This is an optimization exercise on Yosys and OpenROAD, whose aim is small area, not a production implementation.
Where RTL was checked, it was by simulation tests only, not by an equivalence proof against the original.
Power is estimated from default activity; no workload was simulated.

Design cam_color, start of the top module:
module cam_color(
	input wire clk,
	input wire rst,
	input wire CAM_vsync,
	input wire CAM_href,
	input wire [7:0] CAM_px_data,
	input wire init,
	output wire error,
	output wire done_read,
	output wire done,
	output wire [2:0] res,
	output wire [14:0] wr_addr,
	output wire [7:0] wr_data,
	output wire wr_en,
	output wire [14:0] rd_addr,
	input wire [7:0] rd_data
	);
For scale: ~100 flip-flops, roughly 66 I/O pins.
==> module Analyzer, before the edit <==
module Analyzer(
	input [7:0]data,
	input clk,
	input rst,
	input init,
	output reg [14:0]addr,
	output reg done,
	output [2:0]res
    );
localparam [17:0] SIXN = 18'd115200;
reg init_old;
reg start;
reg [17:0]sx;
reg [17:0]sy;
wire init_rise = init & ~init_old;
wire last = start & addr[14] & ~addr[13] & addr[11] & addr[9] & (&addr[7:0]);
wire clr = init_rise & ~start;
wire en = start & ~last;
wire [2:0] r = en ? data[7:5] : 3'd0;
wire [2:0] g = en ? data[4:2] : 3'd0;
wire [2:0] w = en ? {~data[1:0], 1'b0} : 3'd0;
wire r_gt = (sx > sy) & (sx > SIXN);
wire g_gt = (sy > sx) & (sy > SIXN);
wire b_gt = (sx < SIXN) & (sy < SIXN);
assign res = r_gt ? 3'b100 : g_gt ? 3'b010 : b_gt ? 3'b001 : 3'b111;
always @(posedge clk)begin
	if(rst)begin
		init_old <= 0;
		start <= 0;
		done <= 0;
	end else begin
		init_old <= init;
		if (last) begin
			start <= 0;
			done <= 1;
		end else if (init_rise) begin
			start <= 1;
			done <= 0;
		end
	end
end
always @(posedge clk)begin
	if (rst | ~start | last)
		addr <= 15'h7fff;
	else
		addr <= addr + 1'b1;
end
always @(posedge clk)begin
	if (clr) begin
		sx <= 0;
		sy <= 0;
	end else begin
		sx <= sx + r + w;
		sy <= sy + g + w;
	end
end
endmodule
Settings: LEC_CHECK=0, CAP_MARGIN=20, CORE_MARGIN=2, CORE_UTILIZATION=40, SLEW_MARGIN=20; clock period 6.0 ns.
standard.sh (not shown) runs the stock make flow with config.mk's settings and CLKGATE_MAP_FILE= SYNTH_SCRIPT=/design/flow/synth_recipe.tcl, a recipe that flattens the netlist after the stock synthesis.
==> flow/flow/run.sh <==
#!/bin/bash
# The standard layout (standard.sh), with three changes:
#  - synthesis maps the logic with an area-oriented ABC script and without
#    the full/half-adder cell mapping (registers are mapped as standard);
#  - the port buffers are buf_1;
#  - the clock tree uses clkbuf_8 only and no dummy loads.
set -euo pipefail
HERE=$(pwd)
export FLOW_SYNTH_TCL=$HERE/synth_recipe.tcl
export AREA_ABC_SCRIPT=$HERE/flow/area.abc
export BUFFER_PORTS_ARGS="-buffer_cell sky130_fd_sc_hd__buf_1"
export CTS_ARGS="-sink_clustering_enable -repair_clock_nets -dont_use_dummy_load -root_buf sky130_fd_sc_hd__clkbuf_8 -buf_list sky130_fd_sc_hd__clkbuf_8"
sed "s#SYNTH_SCRIPT=[^ ]*#SYNTH_SCRIPT=$HERE/flow/area_synth.tcl#" standard.sh > area_standard.sh
grep -q "SYNTH_SCRIPT=$HERE/flow/area_synth.tcl" area_standard.sh
bash area_standard.sh ADDER_MAP_FILE= finish > standard.log 2>&1
==> flow/flow/area.abc <==
strash
&get -n
&deepsyn -T 20
&put
dch -f
amap
topo
==> flow/flow/area_synth.tcl <==
# The standard synthesis (synth_recipe.tcl, sourced unchanged), except that
# ABC maps the logic with an area-oriented script (AREA_ABC_SCRIPT) in place
# of ORFS's speed script.
proc abc {args} {
  set i [lsearch -exact $args -script]
  if {$i >= 0} { lset args [expr {$i + 1}] $::env(AREA_ABC_SCRIPT) }
  puts "area_synth.tcl: abc with $::env(AREA_ABC_SCRIPT)"
  yosys abc {*}$args
}
source $::env(FLOW_SYNTH_TCL)
Edit:
--- a/flow/design.v
+++ b/flow/design.v
@@ -89,19 +89,18 @@
 reg init_old;
 reg start;
 reg [17:0]sx;
 reg [17:0]sy;
+reg [1:0]rq;    
+wire [3:0] w = {~data[1:0], 1'b0};
+wire [3:0] dx = data[7:5] + w;
+wire [3:0] dy = data[4:2] + w;
 wire init_rise = init & ~init_old;
 wire last = start & addr[14] & ~addr[13] & addr[11] & addr[9] & (&addr[7:0]);
-wire clr = init_rise & ~start;
-wire en = start & ~last;
-wire [2:0] r = en ? data[7:5] : 3'd0;
-wire [2:0] g = en ? data[4:2] : 3'd0;
-wire [2:0] w = en ? {~data[1:0], 1'b0} : 3'd0;
 wire r_gt = (sx > sy) & (sx > SIXN);
 wire g_gt = (sy > sx) & (sy > SIXN);
 wire b_gt = (sx < SIXN) & (sy < SIXN);
-assign res = r_gt ? 3'b100 : g_gt ? 3'b010 : b_gt ? 3'b001 : 3'b111;
+assign res = {rq[1], rq[0], rq[1] ~^ rq[0]};
 always @(posedge clk)begin
 	if(rst)begin
 		init_old <= 0;
 		start <= 0;
@@ -123,14 +122,22 @@
 	else
 		addr <= addr + 1'b1;
 end
 always @(posedge clk)begin
-	if (clr) begin
+	if (start) begin
+		sx <= sx + data[7:5] + {~data[1:0], 1'b0};
+		sy <= sy + data[4:2] + {~data[1:0], 1'b0};
+	end else begin
 		sx <= 0;
 		sy <= 0;
-	end else begin
-		sx <= sx + r + w;
-		sy <= sy + g + w;
+	end
+end
+always @(posedge clk)begin
+	if (last) begin
+		if (r_gt) rq <= 2'b10;
+		else if (g_gt) rq <= 2'b01;
+		else if (b_gt) rq <= 2'b00;
+		else rq <= 2'b11;
 	end
 end
 endmodule
 `timescale 1ns / 1ps
Power went down by 22%.
Routed wire length went down by 1.5%.
Worst hold slack stays flat.
Final cell count went down by 1.6%.
Setup slack improves by 0.49 ns.
Design area is about the same.
Non-clock buffer count went down by 1.
Global-route usage went down by 0.22 points.
Utilization is about the same.
Clock-buffer cell count does not change.
Clock skew hardly moves.
The RTL of the first run of this note was laid out without a check of its function.

-- static timing again, ports no longer ideal --
Ports are ideal in the flow. The routed layouts listed here were re-timed in OpenROAD. Step 1 sets driving cells, clkbuf_16 on the clock port and buf_2 on the other inputs (assumed; they add their load-dependent delay and slew). Step 2 times the ports against the registers' clock, not the clock port: input delays grow and output delays shrink by t, the midpoint of the rising clock arrivals with the driver on. Three values: no drivers, after step 1, after step 2; two values: the first two.
run | shift t [ns] | slack for setup (ns) | worst slew at a driven data input, ns
the first run | 0.373 | 1.285 / 1.295 / 0.922 | 0.06
the second run | 0.391 | 1.779 / 1.783 / 1.392 | 0.03
After both steps setup and hold are still met in every run listed. For the second run, which loses most, drivers alone change the setup slack by +0.004 ns; drivers and shift together by -0.387 ns.
